From an optimization exercise on the open Yosys and OpenROAD flow, aimed at small area; shortcuts taken in it are not production practice. Only simulation tests tie the RTL to the original design; equivalence was not proved. Power and IR drop assume default switching activity.

==> design.v <==
`timescale 1ns / 1ps
module alu#(
    parameter NB_DATA = 8,
    parameter NB_OP = 6
)(
    input wire [NB_DATA-1 :0] i_dato_A,
    input wire [NB_DATA-1 :0] i_dato_B,
    input wire [NB_OP-1 :0] i_OP,
    output wire [NB_DATA-1 :0] o_result  
);
localparam OP_ADD = 6'b100000;  
localparam OP_SUB = 6'b100010;  
localparam OP_AND = 6'b100100;  
localparam OP_OR = 6'b100101;  
localparam OP_XOR = 6'b100110;  
localparam OP_SRA = 6'b000011;  
localparam OP_SRL = 6'b000010;  
localparam OP_NOR = 6'b100111;   
reg [NB_DATA-1 :0] result;
assign o_result = result;
always @(*)
begin
    case(i_OP)
        OP_ADD    : result = i_dato_A + i_dato_B;
        OP_SUB    : result = i_dato_A - i_dato_B;
        OP_AND    : result = i_dato_A & i_dato_B;
        OP_OR     : result = i_dato_A | i_dato_B;
        OP_XOR    : result = i_dato_A ^ i_dato_B;
        OP_SRA    : result = {i_dato_A[NB_DATA-1],i_dato_A[NB_DATA-1:1]};
        OP_SRL    : result = i_dato_A >> 1;
        OP_NOR    : result = ~(i_dato_A | i_dato_B);
        default   : result = i_dato_A + i_dato_B;
    endcase
end
endmodule
`timescale 1ns / 1ps
module baud_rate_generator#(
    parameter N_MODULE = 326,
    parameter NB_COUNT = 9
    )(
    input wire i_clock,
    input wire i_reset,
    output wire o_tick
);
reg  [NB_COUNT-1:0]   count;
wire   			          count_flag; 
assign count_flag = count == N_MODULE;
always @(posedge i_clock)
begin
    if (i_reset || count_flag)
    begin
      count <= {NB_COUNT{1'b0}};
    end
    else
      count <= count + 1;
end
assign o_tick = count_flag;
endmodule
`timescale 1ns / 1ps
module receiver#(
    parameter NB_DATA = 8
)(
    input wire i_rx,
    input wire i_tick,
    input wire i_clock,
    input wire i_reset,
    output wire [NB_DATA-1:0] o_rx_data,
    output wire o_rx_done
);
localparam IDLE_STATE =     4'b0001;
localparam START_STATE =    4'b0010;
localparam DATA_STATE =     4'b0100;
localparam STOP_STATE =     4'b1000;
localparam NB_STATES = 4;
reg [NB_STATES-1:0] state;
reg [NB_STATES-1:0] next_state;
localparam NB_TICK_COUNTER = 4; 
reg [NB_TICK_COUNTER-1:0] tick_counter,next_tick_counter;
localparam NB_DATA_COUNTER = 3;
reg [NB_DATA_COUNTER-1:0] data_counter, next_data_counter;
reg [NB_DATA-1:0] data, next_data;
reg rx_done, next_rx_done;
always@(posedge i_clock)
begin
    if(i_reset)
        state <= IDLE_STATE;
    else
        state <= next_state;
end
always@(posedge i_clock)
begin
    if(i_reset)
        tick_counter <= {NB_TICK_COUNTER{1'b0}};
    else 
        tick_counter <= next_tick_counter;
end
always@(posedge i_clock)
begin
    if(i_reset)
        data_counter <= {NB_DATA_COUNTER{1'b0}};
    else
    begin    
        data_counter <= next_data_counter;
    end 
end
always@(posedge i_clock)
begin
    if(i_reset)
        data <= {NB_DATA{1'b0}};
    else 
        data <= next_data;
end
always@(posedge i_clock)
begin
    if(i_reset)
        rx_done <= 1'b0;
    else 
        rx_done <= next_rx_done;
end
always@(*)
begin
    next_state = state;
    next_tick_counter = tick_counter;
    next_data_counter = data_counter;
    next_data = data;
    next_rx_done = 1'b0;
    case(state)
        IDLE_STATE:
        begin
            next_rx_done = 1'b0;
            next_data = {NB_DATA{1'b0}};
            next_tick_counter = {NB_TICK_COUNTER{1'b0}};
            next_data_counter = {NB_DATA_COUNTER{1'b0}};
            if(i_rx == 0)
                next_state = START_STATE;
            else
                next_state = IDLE_STATE;
        end
        START_STATE:
        begin
            if(i_tick)
            begin
                if(tick_counter == 4'b0111)  
                begin
                    if(i_rx == 0)
                    begin
                        next_state = DATA_STATE;
                        next_tick_counter = {NB_TICK_COUNTER{1'b0}};
                    end 
                    else 
                        next_state = IDLE_STATE;
                end
                else
                begin
                    next_tick_counter = tick_counter + 1;
                    next_state = START_STATE;
                end
            end
            else
            begin
                next_state = START_STATE;
                next_tick_counter = tick_counter;
            end
        end    
        DATA_STATE:
        begin
            if(i_tick)
            begin
                if(tick_counter == 4'b1111)  
                begin
                    next_data = {i_rx,data[NB_DATA-1: 1]};  
                    next_data_counter = data_counter + 1;
                    next_tick_counter = {NB_TICK_COUNTER{1'b0}};
                    if(data_counter == 3'b111)  
                        next_state = STOP_STATE;
                    else
                        next_state = DATA_STATE;
                end
                else
                begin
                    next_tick_counter = tick_counter + 1;
                    next_state = DATA_STATE;
                end
            end
            else
            begin
                next_state = DATA_STATE;
                next_data = data;
                next_data_counter = data_counter;
                next_tick_counter = tick_counter;
            end
        end        
        STOP_STATE:  
        begin
            if(i_tick)
                if(tick_counter == 4'b1111)
                begin
                    if(i_rx == 1'b1)    
                    begin
                        next_rx_done = 1'b1;  
                    end
                    next_state = IDLE_STATE;
                end
                else
                begin
                    next_tick_counter = tick_counter + 1;
                    next_state = STOP_STATE;
                end
            else
            begin
                next_state = STOP_STATE;
                next_tick_counter = tick_counter;
            end                
        end
        default:
            next_state = IDLE_STATE;
    endcase              
end
assign o_rx_done = rx_done;
assign o_rx_data = data;
endmodule
`timescale 1ns / 1ps
module transmitter#(
    parameter NB_DATA = 8
)(
    input wire [NB_DATA-1:0] i_interface_data,
    input wire i_interface_done,
    input wire i_tick,
    input wire i_clock,
    input wire i_reset,
    output wire o_tx
    );
localparam IDLE_STATE =     4'b0001;
localparam START_STATE =    4'b0010;
localparam DATA_STATE =     4'b0100;
localparam STOP_STATE =     4'b1000;
localparam NB_STATES = 4;
reg [NB_STATES-1:0] state;
reg [NB_STATES-1:0] next_state;
localparam NB_TICK_COUNTER = 4; 
reg [NB_TICK_COUNTER-1:0] tick_counter,next_tick_counter;
localparam NB_DATA_COUNTER = 3;
reg [NB_DATA_COUNTER-1:0] data_counter, next_data_counter;
reg [NB_DATA-1:0] tx_data, next_tx_data;
reg tx_out,next_tx_out;
assign o_tx = tx_out;
always@(posedge i_clock)
begin
    if(i_reset)
        state <= IDLE_STATE;
    else
        state <= next_state;
end
always@(posedge i_clock)
begin
    if(i_reset)
    begin
        tick_counter <= {NB_TICK_COUNTER{1'b0}};
    end
    else 
         tick_counter <= next_tick_counter;
end
always@(posedge i_clock)
begin
    if(i_reset)
        data_counter <= {NB_DATA_COUNTER{1'b0}};
    else
        data_counter <= next_data_counter;
end
always@(posedge i_clock)
begin
    if(i_reset)
        tx_data <= {NB_DATA{1'b0}};
    else   
        tx_data <= next_tx_data; 
end
always@(posedge i_clock)
begin
    if(i_reset)
    begin
        tx_out <= 1'b0;
    end
    else 
    begin    
        tx_out <= next_tx_out; 
    end 
end
always@(*)
begin
    next_state = state;
    next_data_counter = data_counter;
    next_tick_counter = tick_counter;
    next_tx_data = tx_data;
    next_tx_out = tx_out;
    case(state)
        IDLE_STATE:
        begin
            next_tx_out = 1'b1;
            next_tick_counter = {NB_TICK_COUNTER{1'b0}};
            next_data_counter = {NB_DATA_COUNTER{1'b0}};
            if(i_interface_done)
            begin
                next_tx_data = i_interface_data;
                next_state = START_STATE;
            end
            else
            begin
                next_tx_data = tx_data;
                next_state = IDLE_STATE;
            end
        end
        START_STATE:
        begin
            next_tx_out = 1'b0;
            if(i_tick)
            begin
                if(tick_counter == 4'b1111)
                begin
                    next_tick_counter = {NB_TICK_COUNTER{1'b0}};
                    next_state = DATA_STATE;
                end
                else
                begin
                    next_tick_counter = tick_counter + 1;
                    next_state = START_STATE;
                end
            end
            else
            begin
                next_tick_counter = tick_counter;
                next_state = START_STATE;
            end    
        end    
        DATA_STATE:
        begin
            next_tx_out = tx_data[0];
            if(i_tick)
            begin
                if(tick_counter == 4'b1111)
                begin
                    next_tick_counter = {NB_TICK_COUNTER{1'b0}};
                    next_tx_data = tx_data >> 1;
                    if(data_counter == 3'b111)  
                        next_state = STOP_STATE;
                    else
                        next_data_counter = data_counter + 1;
                end
                else
                begin
                    next_tick_counter = tick_counter + 1;
                    next_state = DATA_STATE;
                end      
            end
            else
            begin
                next_state = DATA_STATE;
                next_tx_data = tx_data;
                next_tick_counter = tick_counter;
                next_data_counter = data_counter;
            end
        end        
        STOP_STATE:  
        begin
            next_tx_out = 1'b1;
            if(i_tick)
            begin
                if(tick_counter == 4'b1111)
                    next_state = IDLE_STATE;
                else
                begin
                    next_tick_counter = tick_counter + 1;
                    next_state = STOP_STATE;
                end
            end
            else
            begin
                next_state = STOP_STATE;
                next_tick_counter = tick_counter;
            end
        end
        default:
        begin
            next_state = IDLE_STATE;
        end
    endcase              
end
endmodule
`timescale 1ns / 1ps
module interface_alu#(
    parameter NB_DATA = 8,
    parameter NB_OP=6
)(
    input wire [NB_DATA-1:0] i_rx_data,
    input wire i_rx_done,
    input wire [NB_DATA-1:0] i_alu_result,
    input wire i_clock,
    input wire i_reset,
    output wire [NB_DATA-1:0] o_dato_A,
    output wire [NB_DATA-1:0] o_dato_B,
    output wire [NB_OP-1:0] o_OP,
    output wire [NB_DATA-1:0] o_interface_data,
    output wire o_interface_done
);
localparam DATO_A_STATE =   5'b00001;
localparam DATO_B_STATE =   5'b00010;
localparam OP_STATE     =   5'b00100;
localparam SAVE_STATE   =   5'b01000;
localparam TX_STATE     =   5'b10000;
localparam NB_STATES = 5;
reg [NB_STATES-1:0] state;
reg [NB_STATES-1:0] next_state;
reg [NB_DATA-1:0] dato_A;
reg [NB_DATA-1:0] next_dato_A;
reg [NB_DATA-1:0] dato_B;
reg [NB_DATA-1:0] next_dato_B;
reg [NB_OP-1:0] OP;
reg [NB_OP-1:0] next_OP;
reg [NB_DATA-1:0] interface_data;
reg [NB_DATA-1:0] next_interface_data;
reg interface_done;
reg flag, next_flag;  
assign o_interface_done = interface_done;
assign o_interface_data = interface_data;
assign o_dato_A = dato_A;
assign o_dato_B = dato_B;
assign o_OP = OP;
always@(posedge i_clock)
begin
    if(i_reset)
        state <= DATO_A_STATE; 
    else
        state <= next_state;
end
always@(posedge i_clock)
begin
    if(i_reset)
        flag <= 0;
    else
        flag <= next_flag;
end
always@(posedge i_clock)
begin
    if(i_reset)
        dato_A <= {NB_DATA{1'b0}};
    else
        dato_A <= next_dato_A;
end
always@(posedge i_clock)
begin
    if(i_reset)
        dato_B <= {NB_DATA{1'b0}};
    else
        dato_B <= next_dato_B;
end
always@(posedge i_clock)
begin
    if(i_reset)
        OP <= {NB_OP{1'b0}};
    else
        OP <= next_OP;
end
always@(posedge i_clock)
begin
    if(i_reset)
        interface_data <= {NB_DATA{1'b0}};
    else
        interface_data <= next_interface_data;
end
always@(*)
begin
    next_flag = flag;
    next_state = state;
    next_dato_A = dato_A;
    next_dato_B = dato_B;
    next_OP = OP;
    next_interface_data = interface_data;
    interface_done = 1'b0;
    case(state)
        DATO_A_STATE:
        begin
            interface_done = 1'b0;
            if(i_rx_done == 1'b1)
            begin
                next_dato_A = i_rx_data;
                next_flag = 1'b1;  
                next_state = DATO_A_STATE;
            end
            else
            begin
                next_dato_A = dato_A; 
                if(flag)
                begin
                    next_state = DATO_B_STATE;
                    next_flag = 1'b0;
                end
                else
                    next_state = DATO_A_STATE;
            end
        end
        DATO_B_STATE:
        begin
            if(i_rx_done == 1'b1)
            begin
                next_dato_B = i_rx_data;
                next_flag = 1;
                next_state = DATO_B_STATE;
            end
            else
            begin
                next_dato_B = dato_B; 
                if(flag)
                begin
                    next_state = OP_STATE;
                    next_flag = 0;
                end
                else
                    next_state = DATO_B_STATE;
            end
        end        
        OP_STATE:
        begin
            if(i_rx_done == 1'b1)
            begin
                next_OP = i_rx_data[NB_OP-1:0];
                next_flag = 1;
                next_state = OP_STATE;
            end
            else
            begin
                next_OP = OP;
                if(flag)
                begin
                    next_state = SAVE_STATE;
                    next_flag = 0;
                end
                else
                    next_state = OP_STATE;
            end
        end
        SAVE_STATE: 
        begin
            next_interface_data = i_alu_result;
            next_state = TX_STATE;
        end
        TX_STATE:
        begin
            interface_done = 1'b1;
            next_state = DATO_A_STATE;
        end
        default:
        begin
            next_state = DATO_A_STATE;
        end
    endcase              
end
endmodule
`timescale 1ns / 1ps
module top#(
    parameter NB_DATA = 8,
    parameter NB_OP=6
)(
    input i_top_rx,
    input i_top_clock,
    input i_top_reset,
    output o_top_tx,
    output [NB_DATA-1:0] o_alu
);
wire [NB_DATA-1:0] rx_data;
wire rx_done;
wire tick;
wire [NB_DATA-1:0] dato_A;
wire [NB_DATA-1:0] dato_B;
wire [NB_OP-1:0] OP;
wire [NB_DATA-1:0] interface_data;
wire interface_done;
wire [NB_DATA-1:0] alu_result;
receiver u_receiver(
    .i_rx(i_top_rx),  
    .i_clock(i_top_clock),
    .i_reset(i_top_reset),
    .i_tick(tick),
    .o_rx_data(rx_data),  
    .o_rx_done(rx_done)
);
baud_rate_generator u_baud_rate_generator(
    .i_clock(i_top_clock),
    .i_reset(i_top_reset),
    .o_tick(tick)
);
interface_alu u_interface_alu(
    .i_rx_data(rx_data),
    .i_rx_done(rx_done),
    .i_alu_result(alu_result),
    .i_clock(i_top_clock),
    .i_reset(i_top_reset),
    .o_dato_A(dato_A),
    .o_dato_B(dato_B),
    .o_OP(OP),
    .o_interface_data(interface_data),
    .o_interface_done(interface_done)
);
alu u_alu(
    .i_dato_A(dato_A),
    .i_dato_B(dato_B),
    .i_OP(OP),
    .o_result(alu_result)
);
transmitter u_transmitter(
    .i_interface_data(interface_data),
    .i_interface_done(interface_done),
    .i_tick(tick),
    .i_clock(i_top_clock),
    .i_reset(i_top_reset),
    .o_tx(o_top_tx)
);
assign o_alu = alu_result;
endmodule
==> run.sh <==
#!/bin/bash
# synth_recipe.tcl (not shown) runs the flow's synth.tcl, then flattens the netlist and writes it again
# the make line also repeats each setting of config.mk as NAME=value (left out here)
make -C /OpenROAD-flow-scripts/flow DESIGN_CONFIG=/design/flow/config.mk WORK_HOME=/design/flow/orfs CLKGATE_MAP_FILE= SYNTH_SCRIPT=/design/flow/synth_recipe.tcl finish
==> config.mk <==
export PLATFORM = sky130hd
export DESIGN_NAME = top
export DESIGN_NICKNAME = top
export VERILOG_FILES = /design/flow/design.v
export SDC_FILE = /design/flow/constraint.sdc
export NUM_CORES = 4
export LEC_CHECK = 0
export CAP_MARGIN = 20
export CORE_MARGIN = 2
export CORE_UTILIZATION = 40
export SLEW_MARGIN = 20
==> constraint.sdc <==
create_clock -name core_clock -period 10.0 [get_ports {i_top_clock}]
set_input_delay 2.0000 -clock core_clock [delete_from_list [all_inputs] [get_ports {i_top_clock}]]
set_output_delay 2.0000 -clock core_clock [all_outputs]
set_load 0.01 [all_outputs]
==> results.json <==
{
  "syn_area_um2": 4850,
  "synth_nets": 640,
  "grt.busiest_layer": "met2",
  "cts_resized": 0,
  "rsz0062_at_grt": "false",
  "synth_cells": 604,
  "holdBufCountCts": 0,
  "grt_use_total_pct": 17.8,
  "crit_arrival_ns": 4.12,
  "synth-edff-count": 0,
  "clock.fmax_mhz": 163,
  "power.internal_uw": 571,
  "yosysWarnings": 5,
  "clockPowerShare_pct": 48.8,
  "p_leak_uw": 0.00193,
  "drt_iter0_drc": 249,
  "whs_path_depth": 2,
  "post-cts-setup-buffers": 0,
  "status": "no timing/DRC/antenna violations",
  "yosysSeqAreaShare_pct": 35.1,
  "final_nets": 636,
  "rr_startpoint": "u_interface_alu.OP[1]",
  "min_period_ns": 6.12,
  "required_ns": 8.00,
  "start_kind": "flop",
  "gr-total-overflow": 0,
  "initial_core_util_pct": 40.7,
  "switching_power_uw": 161,
  "hold_ws_ns": 0.456,
  "htreeDepth": 3,
  "holdPathEnd": "u_transmitter.data_counter[1]",
  "cts_tree": "yes",
  "avgRoutedWirePerCell_um": 14.5,
  "combPwrFrac_pct": 3.9,
  "setup-tns-final_ns": 0,
  "chipHeight_um": 114,
  "ys_top_cells_by_count": "85 x dfxtp_1, 63 x nand2_1, 60 x nor2_1, 59 x a21oi_1, 48 x nand3_1",
  "die_x_um": 114,
  "drv_cap": 0,
  "hold_violations": 0,
  "worstSkewPairLatency_ns": 0.34,
  "ys_async_sr_fraction_pct": 0,
  "finalCritPeriodShare_pct": 61.2,
  "num_io_pins": 12,
  "antenna_found_initial": 0,
  "reg2reg_slack_ns": 6.58,
  "n_antenna_cell": 0,
  "gr-usage-met2_pct": 30.8,
  "gp_congestion": 0.893,
  "syn_to_final_growth_pct": 10.7,
  "clock_skew_ns": 0.00546,
  "clock-root-buffer": "clkbuf_16",
  "yosysTopAreaCell": "dfxtp_1",
  "grtUsageMet3_pct": 2.59,
  "min_from": "u_transmitter.data_counter[1]",
  "slew_headroom_pct": 33.6,
  "grt_pass1_wl_um": 18900,
  "cts_buffers": 9,
  "synth_area_leaders": "dfxtp_1 35%, ha_1 8.3%, a21oi_1 6.1%, nand3_1 5.0%, nand2_1 4.9%",
  "syn_area_per_cell_um2": 8.03,
  "path_max_fanout": 23,
  "core_area_um2": 11900,
  "drc": 0,
  "via_count": 4196,
  "wirelength_um": 10900,
  "die_area_um2": 13000,
  "synth-seq-cells": 85,
  "rr_worst_depth": 9,
  "setup_viol": 0,
  "fillers": 1168,
  "synth_ff_type": "dfxtp_1",
  "path_class": "reg2out",
  "power_density_nw_per_um2": 136,
  "cts_buffer_depth": 2,
  "end_kind": "output port",
  "grt_pass1_vias": 4008,
  "hold_path_class": "reg2reg",
  "synth_top_cell_area_share_pct": 35.1,
  "met1_usage_pct": 22.1,
  "drt_first_pass_iters": 5,
  "drive_gt1_share_pct": 5.62,
  "cts.sinks": 85,
  "switching_share_pct": 22.0,
  "ys_types": 61,
  "r2r_end": "u_interface_alu.interface_data[4]",
  "ant_nets": 0,
  "vias_per_cell": 5.58,
  "grt_max_degree": 73,
  "synthMostInstantiatedCell": "dfxtp_1",
  "dp_hpwl_um": 7710,
  "drv_slew": 0,
  "num_rows": 40,
  "worst_pin_slew_ns": 0.995,
  "vdd_drop_max_v": 0.0000681,
  "seq_power_share_pct": 47.3,
  "numPortBuffers": 11,
  "clk_pin_slew_ns": 0.06
}
-- flip-flops by register name, summed over array words and instances, names as in the netlist --
name	cells
u_receiver.data_counter	3
u_transmitter.tx_out	1
u_receiver.tick_counter	4
u_interface_alu.OP	6
u_baud_rate_generator.count	9
u_transmitter.data_counter	3
u_transmitter.state	4
u_receiver.data	8
u_interface_alu.dato_B	8
u_interface_alu.state	5
u_receiver.state	4
u_interface_alu.interface_data	8
u_interface_alu.flag	1
u_transmitter.tx_data	8
u_receiver.rx_done	1
u_transmitter.tick_counter	4
u_interface_alu.dato_A	8
-- power by group through the flow --
stage	clock, uW	sequential, uW	combinational (uW)
floorplan	0	352	23.9
global placement	0	353	27.8
detailed placement	0	353	28.6
CTS	365	346	28.8
global route	379	346	31.5
finish	357	346	28.3
-- worst max path at each step --
| stage | from | to | slack, ns |
|---|---|---|---|
| final | u_interface_alu.OP[1] | o_alu[6] | 3.88 |
| after global routing | u_interface_alu.OP[1] | o_alu[6] | 3.65 |
| after CTS | u_interface_alu.OP[1] | o_alu[6] | 3.86 |
| after global placement | u_interface_alu.OP[1] | o_alu[6] | 4.38 |
| after detailed placement | u_interface_alu.OP[1] | o_alu[6] | 4.25 |
| after floorplan | u_interface_alu.OP[3] | o_alu[6] | 5.35 |
-- metal layers --
| metal | part of all wire, % | vias up | wire [um] |
|---|---|---|---|
| met5 | 0 | - | 0 |
| met2 | 50 | 84 | 5390 |
| met4 | 2.0 | 0 | 218 |
| met1 | 46 | 1977 | 4970 |
| li1 | - | 2114 | - |
| met3 | 2.7 | 21 | 290 |
-- through the flow --
stage	instance area, um2	setup WS [ns]	utilization [%]	total power (uW)	cells
CTS	5360	3.86	45.0	739	751
global route	5370	3.65	45.1	756	752
global placement	5040	4.38	42.4	381	735
detailed placement	5040	4.25	42.4	382	735
finish	5370	3.88	45.1	731	752
floorplan	4850	5.35	-	376	604
-- placed cells by master, fill, tap and decap left out, types with 4 or more instances in the layout --
cell type        instances
dfxtp_1                 85
nand2_1                 63
nor2_1                  60
a21oi_1                 59
nand3_1                 48
ha_1                    32
inv_1                   29
o21ai_0                 22
mux2i_1                 17
xor2_1                  16
a211oi_1                13
xnor2_1                 12
nor3_1                  11
nor2b_1                 11
clkdlybuf4s50_1         10
clkbuf_16                9
nor3b_1                  7
and2_1                   6
or3_1                    4
nand4_1                  4
o21a_1                   4
a22oi_1                  4
buf_4                    4
-- critical path: stages (launching register included) --
cell and delay [ns]:
dfxtp_1 0.98, nor4b_4 0.55, mux2_2 0.41, fa_1 0.44
nor2b_1 0.17, o31a_1 0.16, o21ai_0 0.10, a211o_1 0.30
nand3_1 0.12, clkdlybuf4s50_1 0.56
-- layout make-up --
cell class / count / area (um2) / area share, %
well taps: 147 / 184 / 3.43
clock inverters: 5 / 83.8 / 1.56
multi-input cells: 459 / 2920 / 54.3
clock buffers: 11 / 233 / 4.33
repair buffers: 16 / 143 / 2.66
inverters: 29 / 109 / 2.03
flip-flops and latches: 85 / 1700 / 31.7
-- cell families after synthesis --
family                   Yosys count  share of synthesized area (%)
buffers and inverters             60                           4.80
multiplexers                      18                           3.74
XOR/XNOR                          28                           5.06
adder cells (fa/ha/maj)           33                           8.67
AO/OA/AOI/OAI                    134                           17.1
AND/OR/NAND/NOR                  246                           25.6
flip-flops                        85                           35.1

-- static timing again, ports no longer ideal --
In the flow no input, the clock included, has a driving cell. The finished layout below was timed again as built, in two steps.
Step 1 (the two cells are an assumption about what drives the block):
set clk [get_ports {i_top_clock}]
set_driving_cell -lib_cell sky130_fd_sc_hd__clkbuf_16 $clk
set_driving_cell -lib_cell sky130_fd_sc_hd__buf_2 [delete_from_list [all_inputs] $clk]
Step 2 adds t to the input delays and takes it off the output delays; t is the mean of the earliest and latest rising clock arrival at the registers after step 1. Input paths then give back, and output paths get back, about the clock's delay inside the block.
Slacks: no drivers / after step 1 / after step 2; pairs: no drivers / after step 1.
shift t [ns]: 0.371
setup WS [ns]: 3.875 / 3.838 / 4.209
clock arrival spread, ns: 0.006 / 0.006
slew at the worst register clock pin (ns): 0.06 / 0.06
cell pins on the clock port's net: 1
After both steps this run still meets setup and hold. The setup slack of this run moves by -0.037 ns with the drivers and by +0.334 ns with both steps.
